Context: an optimization exercise on an open-source flow, tuned for small area and a short achievable clock period. The choices shown serve that exercise and are no tape-out recipe. Where RTL was checked, it was by simulation tests only, not by an equivalence proof against the original. For runs 2 to 5, only the layout was checked, not whether the RTL still works.

## flow/run.sh

```bash
#!/bin/bash
# synth_recipe.tcl (not shown) runs the flow's synth.tcl, then flattens the netlist and writes it again
# the make line also repeats each setting of config.mk as NAME=value (left out here)
make -C /OpenROAD-flow-scripts/flow DESIGN_CONFIG=/design/flow/config.mk WORK_HOME=/design/flow/orfs CLKGATE_MAP_FILE= SYNTH_SCRIPT=/design/flow/synth_recipe.tcl finish
```

## flow/config.mk

```make
export PLATFORM = sky130hd
export DESIGN_NAME = ham
export DESIGN_NICKNAME = ham
export VERILOG_FILES = /design/flow/design.v
export SDC_FILE = /design/flow/constraint.sdc
export NUM_CORES = 4
export LEC_CHECK = 0
export CAP_MARGIN = 20
export CORE_MARGIN = 2
export CORE_UTILIZATION = 40
export SLEW_MARGIN = 20
```

## flow/constraint.sdc

```tcl
create_clock -name core_clock -period 12.5 [get_ports {clk}]
set_input_delay 2.5000 -clock core_clock [delete_from_list [all_inputs] [get_ports {clk}]]
set_output_delay 2.5000 -clock core_clock [all_outputs]
set_load 0.01 [all_outputs]
```

## flow/design.v

```verilog
`timescale 1ns / 1ps
module hd_calcu_4m(input [33:0] a,
                   output reg [5:0] hd
                  );
  always @(a)
  begin
   hd <= (a[33]+a[32]+a[31]+a[30]+a[29]+a[28]+a[27]+
	a[26]+a[25]+a[24]+a[23]+a[22]+a[21]+a[20]+a[19]+a[18]
	+a[17]+a[16]+a[15]+a[14]+a[13]+a[12]+a[11]+a[10]+a[9]+
	a[8]+a[7]+a[6]+a[5]+a[4]+a[3]+a[2]+a[1]+a[0]);
  end
endmodule
`timescale 1ns / 1ps
module ham(data_in, data_out,clk,resetn);
input [31:0] data_in;
input clk,resetn;
reg [33:0] temp; 
output reg [33:0] data_out;
reg [33:0] invert,swap,i_e_l,i_o_l;
reg [33:0] invert_xor,swap_xor,i_e_l_xor,i_o_l_xor;
wire [5:0] hd_invert,hd_swap,hd_i_e_l,hd_i_o_l;
reg [5:0] hd_sel_i_s,hd_sel_el_ol;
reg [5:0] hd_sel1;
parameter Invert = 2'b00;
parameter Swap = 2'b01;
parameter Invert_even_line = 2'b10;
parameter Invert_odd_line = 2'b11;
always @(posedge clk,negedge resetn)
begin
if(!resetn)
 data_out<=0;
 else 
 data_out<=temp;
end 
always @(*)
 begin
 invert={~(data_in),Invert};
 swap ={data_in[30],data_in[31],data_in[28],data_in[29],data_in[26],data_in[27],data_in[24],data_in[25],data_in[22],
       data_in[23],data_in[20],data_in[21],data_in[18],data_in[19],data_in[16],data_in[17],data_in[14],
       data_in[15],data_in[12],data_in[13],data_in[10],data_in[11],data_in[8],data_in[9],data_in[6],
       data_in[7],data_in[4],data_in[5],data_in[2],data_in[3],data_in[0],data_in[1],Swap};
 i_e_l={data_in[31],~data_in[30],data_in[29],~data_in[28],
       data_in[27],~data_in[26],data_in[25],~data_in[24],data_in[23],~data_in[22],data_in[21],~data_in[20],
       data_in[19],~data_in[18],data_in[17],~data_in[16],data_in[15],~data_in[14],data_in[13],~data_in[12],
       data_in[11],~data_in[10],data_in[9],~data_in[8],data_in[7],~data_in[6],data_in[5],~data_in[4],
       data_in[3],~data_in[2],data_in[1],~data_in[0],Invert_even_line};
 i_o_l={~data_in[31],data_in[30],~data_in[29],data_in[28],
       ~data_in[27],data_in[26],~data_in[25],data_in[24],~data_in[23],data_in[22],~data_in[21],data_in[20],
       ~data_in[19],data_in[18],~data_in[17],data_in[16],~data_in[15],data_in[14],~data_in[13],data_in[12],
       ~data_in[11],data_in[10],~data_in[9],data_in[8],~data_in[7],data_in[6],~data_in[5],data_in[4],
       ~data_in[3],data_in[2],~data_in[1],data_in[0],Invert_odd_line};
invert_xor= invert^data_out;
 swap_xor = swap^data_out;
 i_e_l_xor= i_e_l^data_out;
 i_o_l_xor= i_o_l^data_out;
end
 hd_calcu_4m h1(invert_xor, hd_invert);
 hd_calcu_4m h2(swap_xor, hd_swap);
 hd_calcu_4m h3(i_e_l_xor, hd_i_e_l);
 hd_calcu_4m h4(i_o_l_xor, hd_i_o_l); 
always @(*)
 begin
   if(hd_invert<hd_swap)
      hd_sel_i_s=hd_invert;
   else if(hd_invert>hd_swap)
      hd_sel_i_s=hd_swap;
	else
	hd_sel_i_s=hd_invert;
	if(hd_i_e_l<hd_i_o_l)
      hd_sel_el_ol=hd_i_e_l;
   else if(hd_i_e_l>hd_i_o_l)
      hd_sel_el_ol=hd_i_o_l;
	else
	hd_sel_el_ol=hd_i_e_l;
end
always @(*)
	begin
		if(hd_sel_i_s<hd_sel_el_ol)
		      hd_sel1=hd_sel_i_s;
		else if (hd_sel_i_s>hd_sel_el_ol)
		      hd_sel1=hd_sel_el_ol;
		else
		hd_sel1=hd_sel_el_ol;
		end
	always@(*)		
			begin
			case(hd_sel1)
			 hd_invert:temp<=invert;
			 hd_swap:temp<=swap;
			 hd_i_e_l:temp<=i_e_l;
          hd_i_o_l:temp<=i_o_l;		
          default: temp<=~invert;
			 endcase
		end
		endmodule
```

==> results of run 1 <==
final cells by class:
type	count	area share
Multi-Input combinational cell	475	0.613
Timing Repair Buffer	152	0.163
Sequential cell	34	0.0980
Inverter	173	0.0748
Tap cell	220	0.0317
Clock buffer	6	0.0160
Clock inverter	1	0.00346
cells in the mapped netlist, drive strengths merged (15+ instances only):
cell	n
inv	173
fa	100
xnor2	77
ha	44
xor2	37
nor3	35
dfrtp	34
mux2i	31
clkbuf	24
nor2	22
nand4	21
a211oi	18
o211a	16
a21o	15
per-layer routing:
metal	up-vias	GRT usage
met3	19	0.0212
met2	121	0.376
met1	2659	0.289
met4	0	0.0591
li1	2504	-
met5	-	0
worst max-delay path, delay by kind of cell:
kind / cells / cell delay [ps]
AO/OA/AOI/OAI: 8 / 1870
AND/OR/NAND/NOR: 6 / 960
XOR/XNOR: 3 / 620
multiplexers: 2 / 570
buffers and inverters: 10 / 1620
adder cells (fa/ha/maj): 10 / 4110
worst max path at each step:
stage	slack [ps]	end	from
final	390	data_out[10]	data_in[18]
after global routing	-40	data_out[14]	data_in[14]
after CTS	20	data_out[5]	data_in[31]
after detailed placement	-330	data_out[5]	data_in[31]
after global placement	-80	data_out[2]	data_in[31]
after floorplan	310	data_out[23]	data_in[31]
kinds of logic after synthesis:
group | share of synthesized area
flops | 0.125
xor+xnor | 0.147
fa+ha+maj | 0.375
buf+inv | 0.122
simple gates | 0.0813
mux | 0.0499
compound gates | 0.0996
metrics by stage:
stage / instances / worst slack (ps) / instance area [um^2]
after floorplan: 719 / 312 / 6800
after global placement: 1047 / -76.0 / 8220
after detailed placement: 1047 / -326 / 8220
after CTS: 1056 / 19.5 / 8440
after global routing: 1061 / -39.5 / 8680
final: 1061 / 391 / 8680
repair_timing:
item,CTS,global route
cloned,1,0
buffers inserted,1,5
pin swaps,2,13
endpoints found under the setup margin,21,34
gates resized for setup,1,37
hold buffers,0,0
hold endpoints to repair,0,0
==> reports/metrics.yaml, run 1 <==
run_status: "complete, no violations"
relSlewSlack: 0.426
finalMaxSlewViolations: 0
crit_required_ps: 12670
postSynthCellCount: 719
crit_path_start_kind: "input port"
regMostFlops: "data_out"
drt_pass1_iterations: 5
post-route-min-period_ps: 12110
vias_per_cell: 5.00
critPathMaxStageDelay_ps: 530
skew_ps: 4.38
syn_area_mm2: 0.00680
cts_tree: "done"
synth-main-ff-cell: "dfrtp_1"
crit_top_cell: "fa_1"
nets: 1019
drc: 0
synth_edf_count: 0
antenna_left: 0
grt_pass1_wl_um: 30000
vias: 5303
yosysUniqueCellTypes: 51
gp_congestion: 0.856
endpoint_kind: "register"
drt_iter0_drc: 225
rows: 47
ys_seq_elements: 34
ys_async_sr_fraction: 1.00
max_freq_mhz: 82.6
setup_viol: 0
gr-usage-all-layers: 0.216
die_w_um: 134
highest_layer: "met4"
tns_ps: 0
yosys_warnings: 2
tightest_slew_ps: 861
r2r_slack_ps: 2390
antenna_found_initial: 0
drt-wirelength-per-cell_um: 18.0
drive_gt1_frac: 0.159
yosysTopAreaCell: "fa_1"
met1_length_um: 8440
yosysSeqAreaShare: 0.125
area_growth_pct: 27.7
cts_max_path_buffers: 2
first_global_vias: 5732
critical_path_class: "input port to register"
dp_hpwl_um: 15500
hold_depth: 5
ios: 68
r2r_cells: 39
cp_max_fo: 24
postSynthNetCount: 897
diodes: 0
seq_area_um2: 851
grt_max_degree: 49
met2_length_um: 9570
cts-root-buf: "clkbuf_16"
cts_sinks: 34
start_util: 0.410
period_share: 0.969
synth_top_area_share: 0.294
max-cap-violations: 0
die-area_mm2: 0.0181
post-route-util: 0.524
coreArea_mm2: 0.0166
hp-class: "register to register"
numCtsBuffers: 5
worstReg2RegEnd: "data_out[10]"
wirelength_um: 19100
final_common_cell: "inv_1"
worst_path_max_delay_cell: "clkdlybuf4s50_1"
layout_common_cells: "173 x inv_1, 99 x fa_1, 77 x buf_4"
holdPathEnd: "data_out[1]"
reg_top3: "data_out (34)"
min_from: "data_out[1]"
port_buffers: 67
final-hold-violation-count: 0
syn_avg_cell_area_um2: 9.46
clk_pin_slew_ps: 60
ys_top_cells_by_area: "fa_1 29%, dfrtp_1 13%, xnor2_1 9.9%"
r2r_start: "data_out[32]"
ctsHtreeMaxLevel: 2
met3_length_um: 664
arrival_ps: 12280
multi_input_area_mm2: 0.00532
largest_register_ffs: 34
clock_latency_ps: 280
overflow: 0
die_h_um: 134
timing.hold.ws_ps: 1430
n_fill_cell: 1550
==> run 2: changes to the inputs <==
==> flow/design.v (replaced) <==
module hd_calcu_4m(input [15:0] a,
                   output [4:0] hd
                  );
  assign hd = a[0] + a[1] + a[2] + a[3] + a[4] + a[5] + a[6] + a[7] +
              a[8] + a[9] + a[10] + a[11] + a[12] + a[13] + a[14] + a[15];
endmodule
module ham(data_in, data_out, clk, resetn);
input [31:0] data_in;
input clk, resetn;
output reg [33:0] data_out;
wire p1 = data_out[1];
wire p0 = data_out[0];
wire [15:0] va, vb, vw;
genvar k;
generate
  for (k = 0; k < 16; k = k + 1) begin : pr
    wire d1 = data_in[2*k+1];
    wire d0 = data_in[2*k];
    wire q1 = data_out[2*k+3];
    wire q0 = data_out[2*k+2];
    wire x  = d1 ^ d0;
    assign va[k] = d1 ^ q1;
    assign vb[k] = d0 ^ q0;
    assign vw[k] = x ? ~va[k] : vb[k];
  end
endgenerate
wire [4:0] A, B, W;
hd_calcu_4m ca(va, A);
hd_calcu_4m cb(vb, B);
hd_calcu_4m cw(vw, W);
wire [5:0] M = A + W;
wire ie = A >= 5'd8 + p1;
wire io = B >= 5'd7 + p1 + p0;
wire is = M >= 6'd16 + p0;
wire se = W <= 5'd8 - p1 + p0;
wire so = M <= B + 6'd8 - p1;
wire eo = A + p0 <= B;
wire sel_i = ie & io & is;
wire sel_s = ~is & se & so;
wire sel_e = ~ie & ~se & eo;
wire c1 = ~sel_i & ~sel_s;
wire c0 = ~sel_i & ~sel_e;
wire inv1 = ~(c1 & ~c0);    
wire inv0 = ~(c1 & c0);     
reg [33:0] nxt;
integer i;
always @(*) begin
  nxt[1:0] = {c1, c0};
  for (i = 0; i < 16; i = i + 1) begin
    nxt[2*i+3] = sel_s ? data_in[2*i]   : data_in[2*i+1] ^ inv1;
    nxt[2*i+2] = sel_s ? data_in[2*i+1] : data_in[2*i]   ^ inv0;
  end
end
always @(posedge clk, negedge resetn)
begin
  if (!resetn)
    data_out <= 34'd0;
  else
    data_out <= nxt;
end
endmodule
==> reports/metrics.yaml, run 2 <==
first_global_vias: 3484  # -39%
relSlewSlack: 0.289  # -0.137
synth_edf_count: 0  # unchanged
overflow: 0  # unchanged
crit_path_start_kind: "input port"
cts_hold_buf: 0  # unchanged
drive_gt1_frac: 0.0918  # -0.0675
post-route-min-period_ps: 10280  # -1830 ps
ys_top_cells_by_area: "dfrtp_1 18%, fa_1 14%, ha_1 13%"
syn_avg_cell_area_um2: 9.95  # +5.2%
rows: 39  # -17%
port_buffers: 67  # unchanged
largest_register_ffs: 34  # unchanged
crit_buf_inv: 2  # -8
postSynthCellCount: 476  # -34%
cts_tree: "done"
finalMaxSlewViolations: 0  # unchanged
vias_per_cell: 4.90  # -1.9%
cts_resized: 0  # -1
tns_ps: 0  # unchanged
crit_top_cell: "fa_1"
reg_top3: "data_out (34)"
yosysMostFrequentCell: "inv_1"
skew_ps: 3.55  # -0.832 ps
stdcell_area_mm2: 0.00540  # -38%
crit_cells: 21  # -46%
postSynthNetCount: 590  # -34%
worstReg2RegEnd: "data_out[23]"
antenna_left: 0  # unchanged
start_util: 0.413  # +0.00299
r2r_start: "data_out[3]"
place_inst: 647  # -38%
instances_no_fill: 655  # -38%
yosysUniqueCellTypes: 44  # -14%
yosysTopAreaCell: "dfrtp_1"
synth-main-ff-cell: "dfrtp_1"
r2r_slack_ps: 4550  # +2160 ps
dp_hpwl_um: 8160  # -47%
run_status: "complete, no violations"
rsz0062_at_grt: "no"
clk_pin_slew_ps: 60  # about the same
arrival_ps: 10440  # -1840 ps
grt_max_degree: 35  # -29%
post-route-util: 0.471  # -0.0525
cts_sinks: 34  # unchanged
antenna_found_initial: 0  # unchanged
ios: 68  # unchanged
setup_viol: 0  # unchanged
final_common_cell: "clkdlybuf4s50_1"
ys_seq_elements: 34  # unchanged
die_w_um: 113  # -16%
ys_async_sr_fraction: 1.00  # unchanged
drt-wirelength-per-cell_um: 15.3  # -15%
ctsHtreeMaxLevel: 2  # unchanged
gr-usage-all-layers: 0.165  # -0.0510
critical_path_class: "input port to register"
synth_common_cells: "63 x inv_1, 48 x ha_1, 40 x xnor2_1"
cp-startpoint: "data_in[1]"
cts-root-buf: "clkbuf_16"
die-area_mm2: 0.0127  # -30%
cts_max_path_buffers: 2  # unchanged
max_freq_mhz: 97.3  # +18%
diodes: 0  # unchanged
worst_path_max_delay_cell: "or4_2"
crit_required_ps: 12660  # about the same
layout_common_cells: "67 x clkdlybuf4s50_1, 63 x inv_1, 48 x ha_1"
synth_top_area_share: 0.180  # -0.115
hp-class: "register to register"
period_share: 0.822  # -0.146
place_area_mm2: 0.00525  # -36%
drt_pass1_iterations: 4  # -1
yosysSeqAreaShare: 0.180  # +0.0545
drt_iter0_drc: 56  # -75%
critical-path-top-delay-family: "adder cells"
syn_area_mm2: 0.00474  # -30%
grt_pass1_wl_um: 16800  # -44%
clock_latency_ps: 280  # about the same
area_growth_pct: 14.1
pre_cts_slack_ps: 1940  # +2260 ps
cp_max_fo: 33  # +38%
drc: 0  # unchanged
coreArea_mm2: 0.0115  # -31%
postCtsSetupBuffers: 0  # -1
max-cap-violations: 0  # unchanged
r2r_cells: 21  # -46%
endpoint_kind: "register"
timing.hold.ws_ps: 1260  # -165 ps
setup_ws_ps: 2220  # +1830 ps
nets: 625  # -39%
cp_cell_sequence: "clkdlybuf4s50_1 > mux2i_1 > o21ai_0 > ha_1 > fa_1 > fa_1 > fa_1 > inv_1 > fa_1 > fa_1 > fa_1 > xnor2_1 > ha_1 > a21oi_1 > xnor2_1 > ha_1 > a21o_1 > a2111oi_0 > o21ai_0 > or4_2 > mux2_4"
crit_path_end: "data_out[23]"
wirelength_um: 10000  # -48%
die_h_um: 113  # -16%
critPathMaxStageDelay_ps: 1070  # +540 ps
regMostFlops: "data_out"
numCtsBuffers: 5  # unchanged
yosys_warnings: 1  # -1
final-hold-violation-count: 0  # unchanged
n_fill_cell: 1072  # -31%
gp_congestion: 0.889  # +3.9%
vias: 3211  # -39%
tightest_slew_ps: 1070  # +206 ps
## run 2: changes by cell type after synthesis, sizes merged, moves of 16 or more
cell | before | now
nand2 | 6 | 24
o211a | 16 | 0
inv | 173 | 63
buf | 13 | 41
xnor2 | 77 | 41
nand4 | 21 | 0
fa | 100 | 32
a211oi | 18 | 2
clkbuf | 24 | 0
nor3 | 35 | 1
o21ai | 7 | 26
mux2 | 0 | 28
## run 2: worst min-delay path by stage
stage	startpoint	to	slack, ps	depth (start not counted)
floorplan	data_out[1]	data_out[1]	1080	6
global placement	data_out[1]	data_out[1]	1240	6
detailed placement	data_out[1]	data_out[1]	1240	6
CTS	data_out[1]	data_out[1]	1270	6
global route	data_out[1]	data_out[1]	1390	6
finish	data_out[1]	data_out[1]	1260	6
## run 2: logic make-up (layout without fill, tap and decap cells)
kind of cell / count (synthesis) / count (layout) / synth area share
xor gates and xnor gates: 76 / 76 / 0.142
muxes: 55 / 55 / 0.143
and+or+nand+nor: 62 / 62 / 0.0642
adders and majority gates: 80 / 80 / 0.262
buffers and inverters: 104 / 140 / 0.123
AOI/OAI and AO/OA: 65 / 65 / 0.0851
DFF: 34 / 34 / 0.180
## run 2: worst reg2reg max path, cell delays in order, from the launching register on
cell and delay [ps]:
dfrtp_1 430, mux2i_1 200, nand2_1 60, o21ai_0 110
ha_1 290, fa_1 570, fa_1 450, fa_1 550
inv_1 60, fa_1 510, fa_1 470, fa_1 420
xnor2_1 360, ha_1 380, a21oi_1 240, xnor2_1 170
ha_1 270, a21o_1 180, a2111oi_0 400, o21ai_0 150
or4_2 1070, mux2_4 500
## run 2: cell type report
type,count,area [um^2],area share
Clock buffer,7,143,0.0264
Sequential cell,34,851,0.158
Inverter,63,236,0.0438
Multi-Input combinational cell,338,3300,0.611
Timing Repair Buffer,69,686,0.127
Clock inverter,1,5.00,0.000927
Tap cell,143,179,0.0331
## run 2: layer usage
layer	GRT usage	share of wire	vias to the layer above
li1	-	-	1601
met1	0.198	0.43	1554
met2	0.309	0.52	45
met3	0.0230	0.031	11
met4	0.0455	0.014	0
met5	0	0	-
==> run 3: changes to the inputs <==
--- a/flow/config.mk
+++ b/flow/config.mk
@@ -6,4 +6,5 @@
 export NUM_CORES = 4
 export LEC_CHECK = 0
+export ABC_AREA = 1
 export CAP_MARGIN = 20
 export CORE_MARGIN = 2
==> reports/metrics.yaml, run 3 <==
ctsHtreeMaxLevel: 2  # unchanged
place_inst: 759  # +17%
cts-root-buf: "clkbuf_16"
stdcell_area_mm2: 0.00530  # -1.9%
critical_path_class: "input port to register"
tns_ps: 0  # unchanged
crit_path_start_kind: "input port"
clk_pin_slew_ps: 60  # about the same
clock_latency_ps: 290  # about the same
rows: 39  # unchanged
max-cap-violations: 0  # unchanged
postCtsSetupBuffers: 0  # unchanged
tightest_slew_ps: 859  # -208 ps
syn_area_mm2: 0.00467  # -1.5%
synth_common_cells: "135 x nand2_1, 91 x inv_1, 48 x ha_1"
finalMaxSlewViolations: 0  # unchanged
timing.hold.ws_ps: 1090  # -169 ps
final_common_cell: "nand2_1"
setup_viol: 0  # unchanged
final-hold-violation-count: 0  # unchanged
dp_hpwl_um: 8170  # about the same
ys_top_cells_by_area: "dfrtp_1 18%, fa_1 14%, ha_1 13%"
post-route-min-period_ps: 10390  # +115 ps
vias: 3599  # +12%
die-area_mm2: 0.0125  # -1.4%
first_global_vias: 3669  # +5.3%
max_freq_mhz: 96.2  # -1.1%
post-route-util: 0.464  # -0.00675
nets: 737  # +18%
grt_pass1_wl_um: 17800  # +5.8%
area_growth_pct: 13.6
antenna_left: 0  # unchanged
syn_avg_cell_area_um2: 7.83  # -21%
diodes: 0  # unchanged
hp-class: "register to register"
critPathMaxStageDelay_ps: 790  # -280 ps
wirelength_um: 10500  # +5.2%
antenna_found_initial: 0  # unchanged
cts_tree: "done"
start_util: 0.409  # -0.00426
setup_ws_ps: 2110  # -115 ps
port_buffers: 67  # unchanged
regMostFlops: "data_out"
gr-usage-all-layers: 0.174  # +0.00843
ys_seq_elements: 34  # unchanged
yosysMostFrequentCell: "nand2_1"
coreArea_mm2: 0.0114  # -0.42%
numCtsBuffers: 5  # unchanged
cp_max_fo: 33  # unchanged
instances_no_fill: 767  # +17%
postSynthCellCount: 596  # +25%
pre_cts_slack_ps: 1800  # -140 ps
postSynthNetCount: 710  # +20%
overflow: 0  # unchanged
period_share: 0.831  # +0.00917
ios: 68  # unchanged
skew_ps: 8.13  # +4.58 ps
gp_congestion: 0.867  # -2.4%
drc: 0  # unchanged
drt_iter0_drc: 149  # +170%
endpoint_kind: "register"
synth_top_area_share: 0.182  # +0.00265
layout_common_cells: "135 x nand2_1, 91 x inv_1, 66 x clkdlybuf4s50_1"
run_status: "complete, no violations"
synth-main-ff-cell: "dfrtp_1"
cts_max_path_buffers: 2  # unchanged
yosysSeqAreaShare: 0.182  # +0.00265
yosys_warnings: 1  # unchanged
place_area_mm2: 0.00515  # -1.9%
worst_path_max_delay_cell: "inv_2"
yosysTopAreaCell: "dfrtp_1"
cts_hold_buf: 0  # unchanged
vias_per_cell: 4.69  # -4.3%
reg_top3: "data_out (34)"
arrival_ps: 10590  # +150 ps
largest_register_ffs: 34  # unchanged
rsz0062_at_grt: "no"
drt_pass1_iterations: 5  # +1
drt-wirelength-per-cell_um: 13.7  # -10%
cts_resized: 0  # unchanged
cts_sinks: 34  # unchanged
drive_gt1_frac: 0.0529  # -0.0389
die_w_um: 112  # -0.70%
grt_max_degree: 50  # +43%
yosysUniqueCellTypes: 32  # -27%
crit_required_ps: 12700  # +40 ps
crit_top_cell: "fa_1"
die_h_um: 112  # -0.70%
relSlewSlack: 0.427  # +0.138
synth_edf_count: 0  # unchanged
ys_async_sr_fraction: 1.00  # unchanged
## run 3: cell families after synthesis
group,share of synthesized area
AND/OR/NAND/NOR,0.221
adder cells (fa/ha/maj),0.266
AO/OA/AOI/OAI,0.0515
flip-flops,0.182
XOR/XNOR,0.112
buffers and inverters,0.151
multiplexers,0.0158
## run 3: worst max-delay path: cells and delay by family
| kind | cells | cell delay [ps] |
|---|---|---|
| AO/OA/AOI/OAI | 4 | 490 |
| XOR/XNOR | 2 | 370 |
| adder cells (fa/ha/maj) | 9 | 3960 |
| buffers and inverters | 4 | 1510 |
| multiplexers | 1 | 350 |
| AND/OR/NAND/NOR | 8 | 1360 |
## run 3: worst paths after layout
check / slack [ps] / depth (start not counted) / endpoint / start
max: 2110 / 28 / data_out[5] / data_in[0]
min reg2reg: 1090 / 8 / data_out[1] / data_out[0]
min: 1090 / 8 / data_out[1] / data_out[0]
min in group asynchronous: 2310 / 1 / data_out[26] / resetn
max in group asynchronous: 9630 / 1 / data_out[2] / resetn
max reg2reg: 4560 / 27 / data_out[5] / data_out[3]
## run 3: layout make-up
| class | instances | area [um^2] |
|---|---|---|
| fill | 1141 | 6120 |
| inverter | 93 | 349 |
| clock inverter | 1 | 5.00 |
| tap | 143 | 179 |
| timing repair buffer | 67 | 666 |
| multi-input combinational | 422 | 3110 |
| clock buffer | 7 | 143 |
| sequential | 34 | 851 |
## run 3: per-layer routing
layer	share of wire	vias up	GRT usage
li1	-	1866	-
met1	0.45	1660	0.216
met2	0.51	60	0.314
met3	0.025	13	0.0243
met4	0.022	0	0.0537
met5	0	-	0
==> run 4: changes to the inputs <==
--- a/flow/config.mk
+++ b/flow/config.mk
@@ -6,7 +6,7 @@
 export NUM_CORES = 4
 export LEC_CHECK = 0
-export ABC_AREA = 1
 export CAP_MARGIN = 20
 export CORE_MARGIN = 2
 export CORE_UTILIZATION = 40
+export SETUP_SLACK_MARGIN = 3
 export SLEW_MARGIN = 20
==> reports/metrics.yaml, run 4 <==
die_h_um: 113  # +0.71%
port_buffers: 67  # unchanged
cts_max_path_buffers: 2  # unchanged
antenna_left: 0  # unchanged
finalMaxSlewViolations: 0  # unchanged
first_global_vias: 3503  # -4.5%
crit_required_ps: 12660  # -40 ps
die_w_um: 113  # +0.71%
drive_gt1_frac: 0.143  # +0.0902
crit_buf_inv: 4  # unchanged
pre_cts_slack_ps: 1940  # +140 ps
grt_pass1_wl_um: 17100  # -3.5%
ys_async_sr_fraction: 1.00  # unchanged
area_growth_pct: 17.9
crit_top_cell: "fa_1"
postSynthNetCount: 590  # -17%
final_common_cell: "inv_1"
overflow: 0  # unchanged
cp_max_fo: 16  # -52%
gr-usage-all-layers: 0.170  # -0.00412
synth_common_cells: "63 x inv_1, 48 x ha_1, 40 x xnor2_1"
place_area_mm2: 0.00525  # +1.9%
skew_ps: 4.87  # -3.26 ps
vias_per_cell: 5.00  # +6.5%
dp_hpwl_um: 8160  # about the same
arrival_ps: 9460  # -1130 ps
largest_register_ffs: 34  # unchanged
ys_seq_elements: 34  # unchanged
cts_sinks: 34  # unchanged
tightest_slew_ps: 793  # -66.6 ps
worst_path_max_delay_cell: "or4_4"
relSlewSlack: 0.466  # +0.0388
worstReg2RegEnd: "data_out[20]"
start_util: 0.413  # +0.00426
max_freq_mhz: 108  # +12%
hp-class: "register to register"
run_status: "complete, no violations"
drt_iter0_drc: 70  # -53%
r2r_cells: 23  # -15%
drt-wirelength-per-cell_um: 15.9  # +16%
syn_area_mm2: 0.00474  # +1.5%
antenna_found_initial: 0  # unchanged
critical_path_class: "input port to register"
rows: 39  # unchanged
min_from: "data_out[1]"
gp_congestion: 0.889  # +2.5%
yosysSeqAreaShare: 0.180  # -0.00265
synth_top_area_share: 0.180  # -0.00265
tns_ps: 0  # unchanged
critical-path-top-delay-family: "adder cells"
syn_avg_cell_area_um2: 9.95  # +27%
synth_edf_count: 0  # unchanged
postSynthCellCount: 476  # -20%
endpoint_kind: "register"
wirelength_um: 10500  # -0.11%
coreArea_mm2: 0.0115  # +0.43%
setup_viol: 0  # unchanged
r2r_start: "data_out[3]"
stdcell_area_mm2: 0.00559  # +5.4%
max-cap-violations: 0  # unchanged
yosysMostFrequentCell: "inv_1"
clk_pin_slew_ps: 50  # about the same
post-route-min-period_ps: 9300  # -1090 ps
cp_cell_sequence: "clkdlybuf4s15_1 > xnor2_2 > xor2_1 > fa_1 > inv_1 > fa_1 > fa_1 > fa_1 > fa_1 > fa_2 > inv_1 > ha_1 > a21o_1 > a21oi_2 > xnor2_1 > ha_1 > a21o_1 > a2111oi_2 > o21ai_1 > buf_4 > or4_4 > mux2_4"
numCtsBuffers: 5  # unchanged
cts_tree: "done"
cts-root-buf: "clkbuf_16"
die-area_mm2: 0.0127  # +1.4%
ys_top_cells_by_area: "dfrtp_1 18%, fa_1 14%, ha_1 13%"
yosys_warnings: 1  # unchanged
holdPathEnd: "data_out[1]"
r2r_slack_ps: 5240  # +680 ps
hold_depth: 6  # -2
setup_ws_ps: 3200  # +1090 ps
critPathMaxStageDelay_ps: 610  # -180 ps
diodes: 0  # unchanged
final-hold-violation-count: 0  # unchanged
period_share: 0.744  # -0.0876
reg_top3: "data_out (34)"
yosysTopAreaCell: "dfrtp_1"
rsz0062_at_grt: "no"
ios: 68  # unchanged
nets: 630  # -15%
yosysUniqueCellTypes: 44  # +38%
crit_path_start_kind: "input port"
layout_common_cells: "62 x inv_1, 55 x clkdlybuf4s50_1, 44 x ha_1"
grt_max_degree: 35  # -30%
vias: 3298  # -8.4%
drc: 0  # unchanged
regMostFlops: "data_out"
ctsHtreeMaxLevel: 2  # unchanged
synth-main-ff-cell: "dfrtp_1"
cts_hold_buf: 0  # unchanged
drt_pass1_iterations: 4  # -1
clock_latency_ps: 280  # about the same
-- run 4: worst max path at each step --
| stage | from | end | slack (ps) | cells past startpoint |
|---|---|---|---|---|
| CTS | data_in[4] | data_out[2] | 3000 | 24 |
| finish | data_in[3] | data_out[20] | 3200 | 22 |
| floorplan | data_in[0] | data_out[10] | 3590 | 24 |
| global route | data_in[0] | data_out[20] | 2980 | 24 |
| global placement | data_in[1] | data_out[4] | 1960 | 21 |
| detailed placement | data_in[1] | data_out[19] | 1940 | 21 |
-- run 4: logic make-up (layout without fill, tap and decap cells) --
family,count (synthesis),count (layout),synth area share
compound gates,65,65,0.0851
simple gates,62,63,0.0642
flops,34,34,0.180
fa+ha+maj,80,80,0.262
mux,55,55,0.143
buf+inv,104,144,0.123
xor+xnor,76,76,0.142
-- run 4: final cells by class --
| type | count | area (um^2) |
|---|---|---|
| inverter | 63 | 236 |
| multi-input combinational | 339 | 3420 |
| tap | 143 | 179 |
| fill | 1059 | 5880 |
| timing repair buffer | 73 | 754 |
| sequential | 34 | 851 |
| clock buffer | 7 | 143 |
| clock inverter | 1 | 5.00 |
-- run 4: repair_timing --
action                                  in CTS  in global routing
resized for setup                           15                 30
endpoints found under the setup margin      33                 33
cloned                                       1                  1
setup buffers                                1                  2
pin swaps                                    2                  4
-- run 4: stage by stage --
stage	hold WS, ps	std cells	util
after floorplan	1080	476	-
after global placement	1240	647	0.458
after detailed placement	1240	647	0.458
after CTS	1270	657	0.475
after global routing	1390	660	0.487
final	1270	660	0.487
-- run 4: worst register-to-register path: cells and delay by family, from the launching register on --
family | cells | cell delay, ps
AOI/OAI and AO/OA | 6 | 1180
xor gates and xnor gates | 1 | 150
adders and majority gates | 9 | 3830
buffers and inverters | 3 | 300
DFF | 1 | 460
muxes | 2 | 570
and+or+nand+nor | 2 | 670
-- run 4: layer usage --
metal  routed length (um)  up-vias  track usage
met5                    0        -            0
met4                  148        0       0.0439
met3                  354       12       0.0230
met2                 5490       56        0.317
met1                 4510     1620        0.205
li1                     -     1610            -
==> run 5: changes to the inputs <==
--- a/flow/config.mk
+++ b/flow/config.mk
@@ -9,4 +9,4 @@
 export CORE_MARGIN = 2
 export CORE_UTILIZATION = 40
-export SETUP_SLACK_MARGIN = 3
+export SETUP_SLACK_MARGIN = 5
 export SLEW_MARGIN = 20
==> reports/metrics.yaml, run 5 <==
numCtsBuffers: 5  # unchanged
nets: 659  # +4.6%
min_from: "data_out[1]"
postSynthNetCount: 590  # unchanged
postSynthCellCount: 476  # unchanged
cp_max_fo: 6  # -10
endpoint_kind: "register"
critical_path_class: "input port to register"
worst_path_max_delay_cell: "or4_4"
antenna_left: 0  # unchanged
timing.hold.ws_ps: 1420  # +145 ps
r2r_start: "data_out[3]"
max-cap-violations: 0  # unchanged
clock_latency_ps: 280  # about the same
largest_register_ffs: 34  # unchanged
synth-main-ff-cell: "dfrtp_1"
area_growth_pct: 27.9
drt_pass1_iterations: 4  # unchanged
syn_area_mm2: 0.00474  # unchanged
r2r_cells: 25  # +8.7%
max_freq_mhz: 115  # +6.5%
seq_area_um2: 851  # unchanged
ys_top_cells_by_area: "dfrtp_1 18%, fa_1 14%, ha_1 13%"
cts_hold_buf: 0  # unchanged
die_h_um: 113  # unchanged
hold_depth: 7  # +1
wirelength_um: 11300  # +7.7%
n_fill_cell: 1022  # -3.5%
drc: 0  # unchanged
die-area_mm2: 0.0127  # unchanged
post-route-min-period_ps: 8730  # -570 ps
rsz0062_at_grt: "yes"
port_buffers: 67  # unchanged
skew_ps: 5.84  # +0.970 ps
tightest_slew_ps: 657  # -136 ps
cts_tree: "done"
crit_cells: 27  # +23%
ctsHtreeMaxLevel: 2  # unchanged
yosysTopAreaCell: "dfrtp_1"
relSlewSlack: 0.557  # +0.0914
grt_pass1_wl_um: 18100  # +5.5%
period_share: 0.698  # -0.0456
yosysMostFrequentCell: "inv_1"
reg_top3: "data_out (34)"
yosys_warnings: 1  # unchanged
start_util: 0.413  # unchanged
diodes: 0  # unchanged
ios: 68  # unchanged
yosysSeqAreaShare: 0.180  # unchanged
holdPathEnd: "data_out[1]"
overflow: 0  # unchanged
clk_pin_slew_ps: 60  # about the same
dp_hpwl_um: 8030  # -1.6%
r2r_slack_ps: 5520  # +280 ps
grt_max_degree: 35  # unchanged
gp_congestion: 0.851  # -4.2%
cts_max_path_buffers: 2  # unchanged
crit_path_start_kind: "input port"
drive_gt1_frac: 0.242  # +0.0986
run_status: "complete, no violations"
rows: 39  # unchanged
synth_common_cells: "63 x inv_1, 48 x ha_1, 40 x xnor2_1"
drt-wirelength-per-cell_um: 16.4  # +3.2%
antenna_found_initial: 0  # unchanged
critical-path-top-delay-family: "adder cells"
cts_sinks: 34  # unchanged
tns_ps: 0  # unchanged
first_global_vias: 3627  # +3.5%
ys_seq_elements: 34  # unchanged
synth_edf_count: 0  # unchanged
gr-usage-all-layers: 0.181  # +0.0113
finalMaxSlewViolations: 0  # unchanged
final-hold-violation-count: 0  # unchanged
cts-root-buf: "clkbuf_16"
critPathMaxStageDelay_ps: 540  # -70 ps
layout_common_cells: "57 x inv_1, 53 x clkdlybuf4s50_1, 44 x ha_1"
yosysUniqueCellTypes: 44  # unchanged
setup_viol: 0  # unchanged
crit_buf_inv: 9  # +5
drt_iter0_drc: 86  # +23%
die_w_um: 113  # unchanged
crit_top_cell: "fa_1"
arrival_ps: 8890  # -570 ps
multi_input_area_mm2: 0.00359  # +5.0%
synth_top_area_share: 0.180  # unchanged
vias: 3427  # +3.9%
hp-class: "register to register"
vias_per_cell: 4.97  # -0.46%
ys_async_sr_fraction: 1.00  # unchanged
coreArea_mm2: 0.0115  # unchanged
final_common_cell: "inv_1"
crit_required_ps: 12670  # about the same
syn_avg_cell_area_um2: 9.95  # unchanged
worstReg2RegEnd: "data_out[4]"
regMostFlops: "data_out"
run 5: cell counts after synthesis:
No cell type changed its count.
run 5: worst min-delay path, stage by stage (launching register included):
cell      delay (ps)
dfrtp_1          470
ha_1             200
nand2_1           50
nor3_1           170
o31ai_2          150
o311ai_4         110
buf_4            120
and2_4           120
run 5: what timing repair did:
action / in CTS / in global routing
cloned: 3 / 0
endpoints found under the setup margin: 34 / 34
resized for setup: 66 / 32
buffers inserted: 19 / 13
pin swaps: 25 / 21
run 5: how the worst max path moves through the flow:
stage                from      endpoint
3_3_place_gp   data_in[3]   data_out[7]
6_report       data_in[0]   data_out[4]
5_1_grt        data_in[2]   data_out[4]
2_1_floorplan  data_in[3]  data_out[10]
4_1_cts        data_in[0]   data_out[8]
3_5_place_dp   data_in[3]  data_out[19]
run 5: layout make-up:
type | count | area share
clock buffer | 7 | 0.0236
clock inverter | 1 | 0.000826
inverter | 63 | 0.0395
multi-input combinational | 339 | 0.593
timing repair buffer | 102 | 0.174
tap | 143 | 0.0295
sequential | 34 | 0.140
run 5: cell families (layout without fill, tap and decap cells):
group                      Yosys count  in the layout  synth area share
AOI/OAI and AO/OA                   65             65            0.0851
DFF                                 34             34             0.180
xor gates and xnor gates            76             76             0.142
buffers and inverters              104            173             0.123
muxes                               55             55             0.143
adders and majority gates           80             80             0.262
and+or+nand+nor                     62             63            0.0642
run 5: metrics by stage:
step	instance area, um^2	std cells	setup WS (ps)	utilization
floorplan	4830	476	3890	-
global placement	5340	646	2290	0.466
detailed placement	5340	646	2220	0.466
CTS	5830	676	3510	0.509
global route	6060	689	3500	0.528
finish	6060	689	3770	0.528
run 5: routing by layer:
| metal | vias up | global-route usage | share of wire |
|---|---|---|---|
| li1 | 1679 | - | - |
| met1 | 1669 | 0.224 | 0.44 |
| met2 | 62 | 0.320 | 0.51 |
| met3 | 17 | 0.0241 | 0.025 |
| met4 | 0 | 0.0715 | 0.027 |
| met5 | - | 0 | 0 |
==> run 6: changes to the inputs <==
--- a/flow/design.v
+++ b/flow/design.v
@@ -2,6 +2,30 @@
                    output [4:0] hd
                   );
-  assign hd = a[0] + a[1] + a[2] + a[3] + a[4] + a[5] + a[6] + a[7] +
-              a[8] + a[9] + a[10] + a[11] + a[12] + a[13] + a[14] + a[15];
+  wire [4:0] s1, c1;
+  wire [1:0] s2, c2;
+  wire t, u, t2, u2, t3, u3, u4, h, v, y, y2;
+  ham_fa f0 (a[0],  a[1],  a[2],  c1[0], s1[0]);
+  ham_fa f1 (a[3],  a[4],  a[5],  c1[1], s1[1]);
+  ham_fa f2 (a[6],  a[7],  a[8],  c1[2], s1[2]);
+  ham_fa f3 (a[9],  a[10], a[11], c1[3], s1[3]);
+  ham_fa f4 (a[12], a[13], a[14], c1[4], s1[4]);
+  ham_fa f5 (s1[0], s1[1], s1[2], c2[0], s2[0]);
+  ham_fa f6 (s1[3], s1[4], a[15], c2[1], s2[1]);
+  ham_ha h0 (s2[0], s2[1], h, hd[0]);
+  ham_fa f7 (c1[0], c1[1], c1[2], u,  t);
+  ham_fa f8 (t,     c1[3], c1[4], u2, t2);
+  ham_fa f9 (t2,    c2[0], c2[1], u3, t3);
+  ham_ha h1 (t3,    h,            u4, hd[1]);
+  ham_fa f10 (u, u2, u3, y, v);
+  ham_ha h2 (v, u4, y2, hd[2]);
+  ham_ha h3 (y, y2, hd[4], hd[3]);
+endmodule
+module ham_fa(input a, input b, input c, output co, output s);
+  assign s  = a ^ b ^ c;
+  assign co = (a & b) | (a & c) | (b & c);
+endmodule
+module ham_ha(input a, input b, output co, output s);
+  assign s  = a ^ b;
+  assign co = a & b;
 endmodule
 module ham(data_in, data_out, clk, resetn);
@@ -11,5 +35,5 @@
 wire p1 = data_out[1];
 wire p0 = data_out[0];
-wire [15:0] va, vb, vw;
+wire [15:0] va, vb, vn, vz;
 genvar k;
 generate
@@ -22,18 +46,33 @@
     assign va[k] = d1 ^ q1;
     assign vb[k] = d0 ^ q0;
-    assign vw[k] = x ? ~va[k] : vb[k];
+    assign vn[k] = x ? va[k] : ~vb[k];
+    assign vz[k] = x ? ~vb[k] : va[k];
   end
 endgenerate
-wire [4:0] A, B, W;
+wire [4:0] A, B, N, Z;
 hd_calcu_4m ca(va, A);
 hd_calcu_4m cb(vb, B);
-hd_calcu_4m cw(vw, W);
-wire [5:0] M = A + W;
-wire ie = A >= 5'd8 + p1;
-wire io = B >= 5'd7 + p1 + p0;
-wire is = M >= 6'd16 + p0;
-wire se = W <= 5'd8 - p1 + p0;
-wire so = M <= B + 6'd8 - p1;
-wire eo = A + p0 <= B;
+hd_calcu_4m cn(vn, N);
+hd_calcu_4m cz(vz, Z);
+function geq;
+  input [4:0] u, v;
+  input c;
+  reg cy;
+  integer j;
+  begin
+    cy = ~c;
+    for (j = 0; j < 5; j = j + 1)
+      cy = (u[j] & ~v[j]) | (u[j] & cy) | (~v[j] & cy);
+    geq = cy;
+  end
+endfunction
+wire ie = A[4] | (A[3] & (~p1 | A[2] | A[1] | A[0]));
+wire io = B[4] | (B[3] & (~(p1 & p0) | B[2] | B[1] | B[0])) |
+          (~p1 & ~p0 & B[2] & B[1] & B[0]);
+wire se = N[4] | (N[3] & (p0 | ~p1 | N[2] | N[1] | N[0])) |
+          (p0 & ~p1 & N[2] & N[1] & N[0]);
+wire so = ~Z[4] & (~Z[3] | (~p1 & ~Z[2] & ~Z[1] & ~Z[0]));
+wire is = geq(A, N, p0);
+wire eo = geq(B, A, p0);
 wire sel_i = ie & io & is;
 wire sel_s = ~is & se & so;
--- a/flow/config.mk
+++ b/flow/config.mk
@@ -9,4 +9,4 @@
 export CORE_MARGIN = 2
 export CORE_UTILIZATION = 40
-export SETUP_SLACK_MARGIN = 5
+export SETUP_SLACK_MARGIN = 3
 export SLEW_MARGIN = 20
==> reports/metrics.yaml, run 6 <==
clock_latency_ps: 280  # about the same
grt_max_degree: 35  # unchanged
drt-wirelength-per-cell_um: 16.1  # -1.7%
synth-main-ff-cell: "dfrtp_1"
crit_buf_inv: 3  # -6
final_common_cell: "clkdlybuf4s50_1"
run_status: "complete, no violations"
hp-class: "register to register"
die-area_mm2: 0.0127  # +0.15%
arrival_ps: 8790  # -100 ps
drt_pass1_iterations: 15  # +11
first_global_vias: 3727  # +2.8%
antenna_found_initial: 0  # unchanged
gp_congestion: 0.834  # -2.0%
start_util: 0.412  # -0.00110
die_w_um: 113  # about the same
port_buffers: 67  # unchanged
yosysUniqueCellTypes: 49  # +11%
worstReg2RegEnd: "data_out[33]"
r2r_slack_ps: 6320  # +800 ps
numCtsBuffers: 5  # unchanged
ctsHtreeMaxLevel: 2  # unchanged
post-route-min-period_ps: 8620  # -104 ps
reg_top3: "data_out (34)"
critPathMaxStageDelay_ps: 770  # +230 ps
tightest_slew_ps: 839  # +182 ps
drive_gt1_frac: 0.0552  # -0.187
synth_common_cells: "55 x a21oi_1, 51 x inv_1, 42 x clkbuf_1"
skew_ps: 3.74  # -2.10 ps
critical_path_class: "input port to register"
postSynthCellCount: 550  # +16%
endpoint_kind: "register"
place_area_mm2: 0.00513  # -3.9%
ys_async_sr_fraction: 1.00  # unchanged
yosysMostFrequentCell: "a21oi_1"
ios: 68  # unchanged
max_freq_mhz: 116  # +1.2%
vias_per_cell: 5.39  # +8.3%
clk_pin_slew_ps: 60  # about the same
hold_depth: 3  # -4
r2r_start: "data_out[9]"
layout_common_cells: "66 x clkdlybuf4s50_1, 55 x a21oi_1, 51 x inv_1"
drc: 0  # unchanged
overflow: 0  # unchanged
ys_top_cells_by_area: "dfrtp_1 18%, fa_1 17%, a21oi_1 5.8%"
crit_required_ps: 12660  # about the same
syn_area_mm2: 0.00474  # +0.16%
crit_path_start_kind: "input port"
min_from: "data_out[1]"
ys_seq_elements: 34  # unchanged
setup_viol: 0  # unchanged
cp_max_fo: 18  # +12
grt_pass1_wl_um: 18800  # +3.8%
timing.hold.ws_ps: 1440  # +23.7 ps
relSlewSlack: 0.440  # -0.117
die_h_um: 113  # about the same
area_growth_pct: 11.3
cts_resized: 0  # -100%
coreArea_mm2: 0.0115  # +0.43%
final-hold-violation-count: 0  # unchanged
postCtsSetupBuffers: 0  # -19
rows: 39  # unchanged
yosysTopAreaCell: "dfrtp_1"
cp_cell_sequence: "clkdlybuf4s50_1 > nor2_1 > a211oi_1 > a21oi_1 > fa_1 > fa_1 > inv_1 > fa_1 > fa_1 > inv_1 > fa_1 > ha_1 > ha_1 > a41oi_1 > o211ai_1 > and3b_1 > nand2_2 > mux2_2"
cts_max_path_buffers: 2  # unchanged
cts-root-buf: "clkbuf_16"
worst_path_max_delay_cell: "and3b_1"
drt_iter0_drc: 201  # +130%
finalMaxSlewViolations: 0  # unchanged
postSynthNetCount: 643  # +9.0%
antenna_left: 0  # unchanged
rsz0062_at_grt: "no"
nets: 635  # -3.6%
tns_ps: 0  # unchanged
vias: 3695  # +7.8%
synth_edf_count: 0  # unchanged
cts_hold_buf: 0  # unchanged
gr-usage-all-layers: 0.182  # +0.00118
holdPathEnd: "data_out[1]"
critical-path-top-delay-family: "adder cells"
cts_tree: "done"
yosys_warnings: 1  # unchanged
wirelength_um: 11100  # -2.1%
post-route-util: 0.459  # -0.0695
r2r_cells: 17  # -32%
dp_hpwl_um: 8430  # +5.0%
syn_avg_cell_area_um2: 8.62  # -13%
yosysSeqAreaShare: 0.179  # -0.000284
stdcell_area_mm2: 0.00528  # -13%
max-cap-violations: 0  # unchanged
period_share: 0.690  # -0.00831
synth_top_area_share: 0.179  # -0.000284
crit_top_cell: "fa_1"
largest_register_ffs: 34  # unchanged
cts_sinks: 34  # unchanged
diodes: 0  # unchanged
regMostFlops: "data_out"
n_fill_cell: 1130  # +11%
==> run 6: worst max-delay path by stage <==
stage,cells past startpoint,end,from
final,18,data_out[33],data_in[0]
after global routing,18,data_out[27],data_in[0]
after CTS,18,data_out[27],data_in[0]
after detailed placement,18,data_out[25],data_in[2]
after global placement,18,data_out[31],data_in[2]
after floorplan,21,data_out[10],data_in[0]
==> run 6: routing by layer <==
| metal | wire length, um | up-vias | global-route usage |
|---|---|---|---|
| li1 | - | 1793 | - |
| met4 | 226 | 0 | 0.0480 |
| met1 | 5170 | 1792 | 0.254 |
| met3 | 395 | 24 | 0.0246 |
| met2 | 5280 | 86 | 0.300 |
| met5 | 0 | - | 0 |
==> run 6: cell families (layout without fill, tap and decap cells) <==
group / after synthesis / after routing / share of synthesized area
AOI/OAI and AO/OA: 134 / 134 / 0.180
adders and majority gates: 61 / 61 / 0.225
buffers and inverters: 135 / 128 / 0.138
DFF: 34 / 34 / 0.179
xor gates and xnor gates: 52 / 52 / 0.0960
and+or+nand+nor: 102 / 102 / 0.109
muxes: 32 / 32 / 0.0717
==> run 6: cell type report <==
cell class | count | area [um^2] | area share
clock buffers | 7 | 143 | 0.0270
clock inverters | 1 | 5.00 | 0.000948
inverters | 52 | 195 | 0.0370
multi-input cells | 381 | 3240 | 0.613
flip-flops and latches | 34 | 851 | 0.161
well taps | 143 | 179 | 0.0339
repair buffers | 68 | 673 | 0.127
==> run 6: stage by stage <==
step           instances  setup slack, ps
6_report             686             3880
5_1_grt              686             3470
4_1_cts              686             3860
3_5_place_dp         678             3590
3_3_place_gp         678             3780
2_1_floorplan        550             4970
==> run 6: worst min-delay path, delay by kind of cell (launching register included) <==
family             cells  cell delay [ps]
AOI/OAI and AO/OA      2              420
DFF                    1              520
and+or+nand+nor        1              460
==> run 7: changes to the inputs <==
--- a/flow/config.mk
+++ b/flow/config.mk
@@ -9,4 +9,4 @@
 export CORE_MARGIN = 2
 export CORE_UTILIZATION = 40
-export SETUP_SLACK_MARGIN = 3
+export SETUP_SLACK_MARGIN = 0
 export SLEW_MARGIN = 20
==> reports/metrics.yaml, run 7 <==
synth_fa_ha_area_frac: 0.225  # unchanged
postCtsSetupBuffers: 0  # unchanged
drive_gt1_frac: 0.0552  # unchanged
yosys.area_share.xor_xnor: 0.0960  # unchanged
layout_common_cells: "66 x clkdlybuf4s50_1, 55 x a21oi_1, 51 x inv_1"
postSynthNetCount: 643  # unchanged
gp_congestion: 0.834  # unchanged
syn_avg_cell_area_um2: 8.62  # unchanged
ctsHtreeMaxLevel: 2  # unchanged
area_growth_pct: 11.3  # unchanged
relSlewSlack: 0.440  # unchanged
cts_tree: "done"
setup_viol: 0  # unchanged
run_status: "complete, no violations"
start_util: 0.412  # unchanged
final-hold-violation-count: 0  # unchanged
max_freq_mhz: 116  # unchanged
clock_latency_ps: 280  # about the same
tns_ps: 0  # unchanged
grt_pass1_wl_um: 18800  # unchanged
timing.hold.ws_ps: 1440  # unchanged
ios: 68  # unchanged
crit_path_start_kind: "input port"
synth-simple-area-share: 0.109  # unchanged
final_common_cell: "clkdlybuf4s50_1"
cts_hold_buf: 0  # unchanged
highest_layer: "met4"
yosysTopAreaCell: "dfrtp_1"
diodes: 0  # unchanged
cts_sinks: 34  # unchanged
port_buffers: 67  # unchanged
cts-root-buf: "clkbuf_16"
arrival_ps: 8790  # about the same
synth_edf_count: 0  # unchanged
skew_ps: 3.74  # unchanged
drt-wirelength-per-cell_um: 16.1  # unchanged
nets: 635  # unchanged
yosysSeqAreaShare: 0.179  # unchanged
ys_top_cells_by_area: "dfrtp_1 18%, fa_1 17%, a21oi_1 5.8%"
synth_top_area_share: 0.179  # unchanged
hp-class: "register to register"
yosysMostFrequentCell: "a21oi_1"
period_share: 0.690  # unchanged
wirelength_um: 11100  # unchanged
ys_async_sr_fraction: 1.00  # unchanged
cts_max_path_buffers: 2  # unchanged
die-area_mm2: 0.0127  # unchanged
syn_area_mm2: 0.00474  # unchanged
antenna_left: 0  # unchanged
post-route-min-period_ps: 8620  # unchanged
place_inst: 678  # unchanged
max-cap-violations: 0  # unchanged
postSynthCellCount: 550  # unchanged
synth_compound_area_frac: 0.180  # unchanged
gr-usage-all-layers: 0.182  # unchanged
met2_length_um: 5280  # unchanged
vias: 3695  # unchanged
endpoint_kind: "register"
tightest_slew_ps: 839  # unchanged
drc: 0  # unchanged
reg_top3: "data_out (34)"
crit_required_ps: 12660  # about the same
synth_common_cells: "55 x a21oi_1, 51 x inv_1, 42 x clkbuf_1"
antenna_found_initial: 0  # unchanged
die_h_um: 113  # unchanged
drt_pass1_iterations: 15  # unchanged
rows: 39  # unchanged
muxShareOfSynthArea: 0.0717  # unchanged
largest_register_ffs: 34  # unchanged
dp_hpwl_um: 8430  # unchanged
cp_max_fo: 18  # unchanged
vias_per_cell: 5.39  # unchanged
instances_no_fill: 686  # unchanged
met3_length_um: 395  # unchanged
yosys_warnings: 1  # unchanged
finalMaxSlewViolations: 0  # unchanged
numCtsBuffers: 5  # unchanged
regMostFlops: "data_out"
first_global_vias: 3727  # unchanged
drt_iter0_drc: 201  # unchanged
ys_seq_elements: 34  # unchanged
cts_resized: 0  # unchanged
synth-main-ff-cell: "dfrtp_1"
critical_path_class: "input port to register"
synth_top_family_by_area: "adder cells"
met1_length_um: 5170  # unchanged
coreArea_mm2: 0.0115  # unchanged
die_w_um: 113  # unchanged
clk_pin_slew_ps: 60  # about the same
rsz0062_at_grt: "no"
yosysUniqueCellTypes: 49  # unchanged
overflow: 0  # unchanged
grt_max_degree: 35  # unchanged
run 7: worst paths after layout:
path,start,depth (start not counted),slack (ps),to
max in group asynchronous,resetn,1,9640,data_out[32]
min,data_out[1],3,1440,data_out[1]
min reg2reg,data_out[1],3,1440,data_out[1]
max reg2reg,data_out[9],17,6320,data_out[33]
max,data_in[0],18,3880,data_out[33]
min in group asynchronous,resetn,1,2320,data_out[19]
run 7: cells by family (layout without fill, tap and decap cells):
kind of cell    count (synthesis)  after routing
buf+inv                       135            128
simple gates                  102            102
mux                            32             32
fa+ha+maj                      61             61
xor+xnor                       52             52
compound gates                134            134
flops                          34             34
run 7: layer usage:
layer | vias up | global-route usage
li1 | 1793 | -
met1 | 1792 | 0.254
met2 | 86 | 0.300
met3 | 24 | 0.0246
met4 | 0 | 0.0480
met5 | - | 0
run 7: stage by stage:
step                setup WS (ps)  utilization  area, um^2
floorplan                    4970            -        4740
global placement             3780        0.446        5130
detailed placement           3590        0.446        5130
CTS                          3860        0.459        5280
global route                 3470        0.459        5280
finish                       3880        0.459        5280
run 7: cell type report:
class	count	area [um^2]
multi-input cells	381	3240
flip-flops and latches	34	851
well taps	143	179
repair buffers	68	673
clock inverters	1	5.00
inverters	52	195
clock buffers	7	143
fillers	1130	6230
run 7: critical path: stages:
cell and delay (ps):
clkdlybuf4s50_1 670, nor2_1 90, a211oi_1 240, a21oi_1 100, fa_1 460, fa_1 540
inv_1 50, fa_1 500, fa_1 430, inv_1 80, fa_1 420, ha_1 220
ha_1 350, a41oi_1 60, o211ai_1 370, and3b_1 770, nand2_2 500, mux2_2 420
==> run 8: changes to the inputs <==
==> flow/flow/run.sh (new file) <==
#!/bin/bash
set -euo pipefail
export BUFFER_PORTS_ARGS="-buffer_cell sky130_fd_sc_hd__buf_1"
bash standard.sh > standard.log 2>&1
==> flow/standard.sh (new file) <==
#!/bin/bash
# synth_recipe.tcl (not shown) runs the flow's synth.tcl, then flattens the netlist and writes it again
# the make line also repeats each setting of config.mk as NAME=value (left out here)
make -C /OpenROAD-flow-scripts/flow DESIGN_CONFIG=/design/flow/config.mk WORK_HOME=/design/flow/orfs CLKGATE_MAP_FILE= SYNTH_SCRIPT=/design/flow/synth_recipe.tcl "${@:-finish}"
removed: flow/run.sh
==> reports/metrics.yaml, run 8 <==
yosysTopAreaCell: "dfrtp_1"
cp_max_fo: 18  # unchanged
grt_pass1_wl_um: 18400  # -2.1%
ctsHtreeMaxLevel: 2  # unchanged
gp_congestion: 0.824  # -1.2%
postSynthNetCount: 643  # unchanged
drt_pass1_iterations: 15  # unchanged
hold_depth: 3  # unchanged
r2r_cells: 17  # unchanged
drt-wirelength-per-cell_um: 16.4  # +1.3%
drive_gt1_frac: 0.0552  # unchanged
met1_length_um: 5240  # +1.3%
post-route-min-period_ps: 8280  # -344 ps
cts_sinks: 34  # unchanged
area_growth_pct: 2.64
cts_hold_buf: 0  # unchanged
synth_edf_count: 0  # unchanged
start_util: 0.412  # unchanged
tightest_slew_ps: 939  # +99.8 ps
hp-class: "register to register"
drc: 0  # unchanged
numCtsBuffers: 5  # unchanged
grt_max_degree: 35  # unchanged
syn_avg_cell_area_um2: 8.62  # unchanged
period_share: 0.662  # -0.0275
r2r_start: "data_out[9]"
drt_iter0_drc: 179  # -11%
clk_pin_slew_ps: 50  # about the same
largest_register_ffs: 34  # unchanged
die_w_um: 113  # unchanged
min_from: "data_out[1]"
die-area_mm2: 0.0127  # unchanged
cts-root-buf: "clkbuf_16"
die_h_um: 113  # unchanged
ys_async_sr_fraction: 1.00  # unchanged
critical_path_class: "input port to register"
post-route-util: 0.423  # -0.0359
run_status: "complete, no violations"
vias_per_cell: 5.42  # +0.57%
finalMaxSlewViolations: 0  # unchanged
postCtsSetupBuffers: 0  # unchanged
layout_common_cells: "66 x buf_1, 55 x a21oi_1, 51 x inv_1"
tns_ps: 0  # unchanged
max_freq_mhz: 121  # +4.2%
reg_top3: "data_out (34)"
ys_top_cells_by_area: "dfrtp_1 18%, fa_1 17%, a21oi_1 5.8%"
yosys_warnings: 1  # unchanged
ios: 68  # unchanged
final-hold-violation-count: 0  # unchanged
postSynthCellCount: 550  # unchanged
antenna_found_initial: 0  # unchanged
regMostFlops: "data_out"
highest_layer: "met4"
endpoint_kind: "register"
relSlewSlack: 0.374  # -0.0659
synth-main-ff-cell: "dfrtp_1"
antenna_left: 0  # unchanged
wirelength_um: 11200  # +1.3%
rows: 39  # unchanged
synth_top_area_share: 0.179  # unchanged
synth_common_cells: "55 x a21oi_1, 51 x inv_1, 42 x clkbuf_1"
arrival_ps: 8440  # -350 ps
cts_resized: 0  # unchanged
crit_path_start_kind: "input port"
clock_latency_ps: 280  # about the same
nets: 635  # unchanged
coreArea_mm2: 0.0115  # unchanged
cts_tree: "done"
gr-usage-all-layers: 0.180  # -0.00184
r2r_slack_ps: 6320  # about the same
yosysUniqueCellTypes: 49  # unchanged
dp_hpwl_um: 8520  # +1.0%
final_common_cell: "buf_1"
max-cap-violations: 0  # unchanged
met2_length_um: 5180  # -2.0%
worstReg2RegEnd: "data_out[19]"
met3_length_um: 489  # +24%
ys_seq_elements: 34  # unchanged
port_buffers: 67  # unchanged
first_global_vias: 3623  # -2.8%
setup_viol: 0  # unchanged
diodes: 0  # unchanged
overflow: 0  # unchanged
holdPathEnd: "data_out[1]"
yosysSeqAreaShare: 0.179  # unchanged
crit_required_ps: 12660  # about the same
rsz0062_at_grt: "no"
vias: 3716  # +0.57%
yosysMostFrequentCell: "a21oi_1"
cts_max_path_buffers: 2  # unchanged
syn_area_mm2: 0.00474  # unchanged
skew_ps: 4.48  # +0.740 ps
run 8: cell counts after synthesis:
Identical to the previous run, type by type.
run 8: area by class of cell:
| class | instances | area (um^2) |
|---|---|---|
| clock inverters | 1 | 5.00 |
| multi-input cells | 381 | 3240 |
| flip-flops and latches | 34 | 851 |
| repair buffers | 68 | 260 |
| inverters | 52 | 195 |
| well taps | 143 | 179 |
| clock buffers | 7 | 143 |
| fillers | 1161 | 6650 |
run 8: kinds of logic after synthesis:
group | share of synthesized area
fa+ha+maj | 0.225
mux | 0.0717
flops | 0.179
buf+inv | 0.138
compound gates | 0.180
xor+xnor | 0.0960
simple gates | 0.109
run 8: worst max path at each step:
stage | slack [ps] | start | cells past startpoint | to
after floorplan | 4970 | data_in[0] | 21 | data_out[10]
after global placement | 4100 | data_in[0] | 18 | data_out[31]
after detailed placement | 3950 | data_in[2] | 18 | data_out[19]
after CTS | 4220 | data_in[2] | 18 | data_out[19]
after global routing | 3760 | data_in[2] | 18 | data_out[31]
final | 4220 | data_in[2] | 18 | data_out[19]
run 8: through the flow:
stage,setup WS (ps),instance area (um^2),cells,hold WS [ps]
floorplan,4970,4740,550,972
CTS,4220,4870,686,1430
global placement,4100,4720,678,1410
detailed placement,3950,4720,678,1410
finish,4220,4870,686,1430
global route,3760,4870,686,1470
run 8: critical path, stage by stage:
cell and delay (ps):
buf_1 330, nor2_1 100, a211oi_1 260, a21oi_1 100
fa_1 440, fa_1 540, inv_1 60, fa_1 510
fa_1 420, inv_1 80, fa_1 420, ha_1 220
ha_1 350, a41oi_1 60, o211ai_1 360, and3b_1 760
nand2_2 500, mux2_2 420
run 8: per-layer routing:
metal	up-vias	global-route usage
met5	-	0
met4	0	0.0618
met3	21	0.0241
met2	104	0.291
met1	1796	0.251
li1	1795	-

-- port drivers added, routing unchanged --
The flow's constraints put no driver on any port. The routed layouts listed below were extracted and timed again, unchanged, in two steps.
Step 1: set_driving_cell puts a clkbuf_16 on clk and a buf_2 on each other input, an assumption about the parent block.
Step 2, shift: input delay + t, output delay - t, t = (earliest + latest rising clock arrival at the registers) / 2. This alone moves slack from input paths to output paths.
a / b / c = ideal ports / drivers / drivers and shift; a / b = the first two.
run	t (ns)	setup WS [ns]	worst hold slack (ns)	cell pins on the clock port's net
run 1	0.322	0.391 / 0.402 / 0.080	1.429 / 1.429 / 1.429	1
run 2	0.315	2.222 / 2.238 / 1.923	1.264 / 1.264 / 1.264	1
run 3	0.318	2.107 / 2.121 / 1.803	1.095 / 1.095 / 1.095	1
run 4	0.316	3.202 / 3.219 / 2.904	1.273 / 1.273 / 1.273	1
run 5	0.321	3.772 / 3.774 / 3.453	1.419 / 1.419 / 1.419	1
run 6	0.314	3.876 / 3.891 / 3.578	1.442 / 1.442 / 1.442	1
run 7	0.314	3.876 / 3.891 / 3.578	1.442 / 1.442 / 1.442	1
run 8	0.317	4.220 / 4.231 / 3.914	1.431 / 1.431 / 1.431	1
After both steps every run listed still meets setup and hold. The setup slack of run 5, which loses most, moves by +0.002 ns with the drivers and by -0.319 ns with both steps.
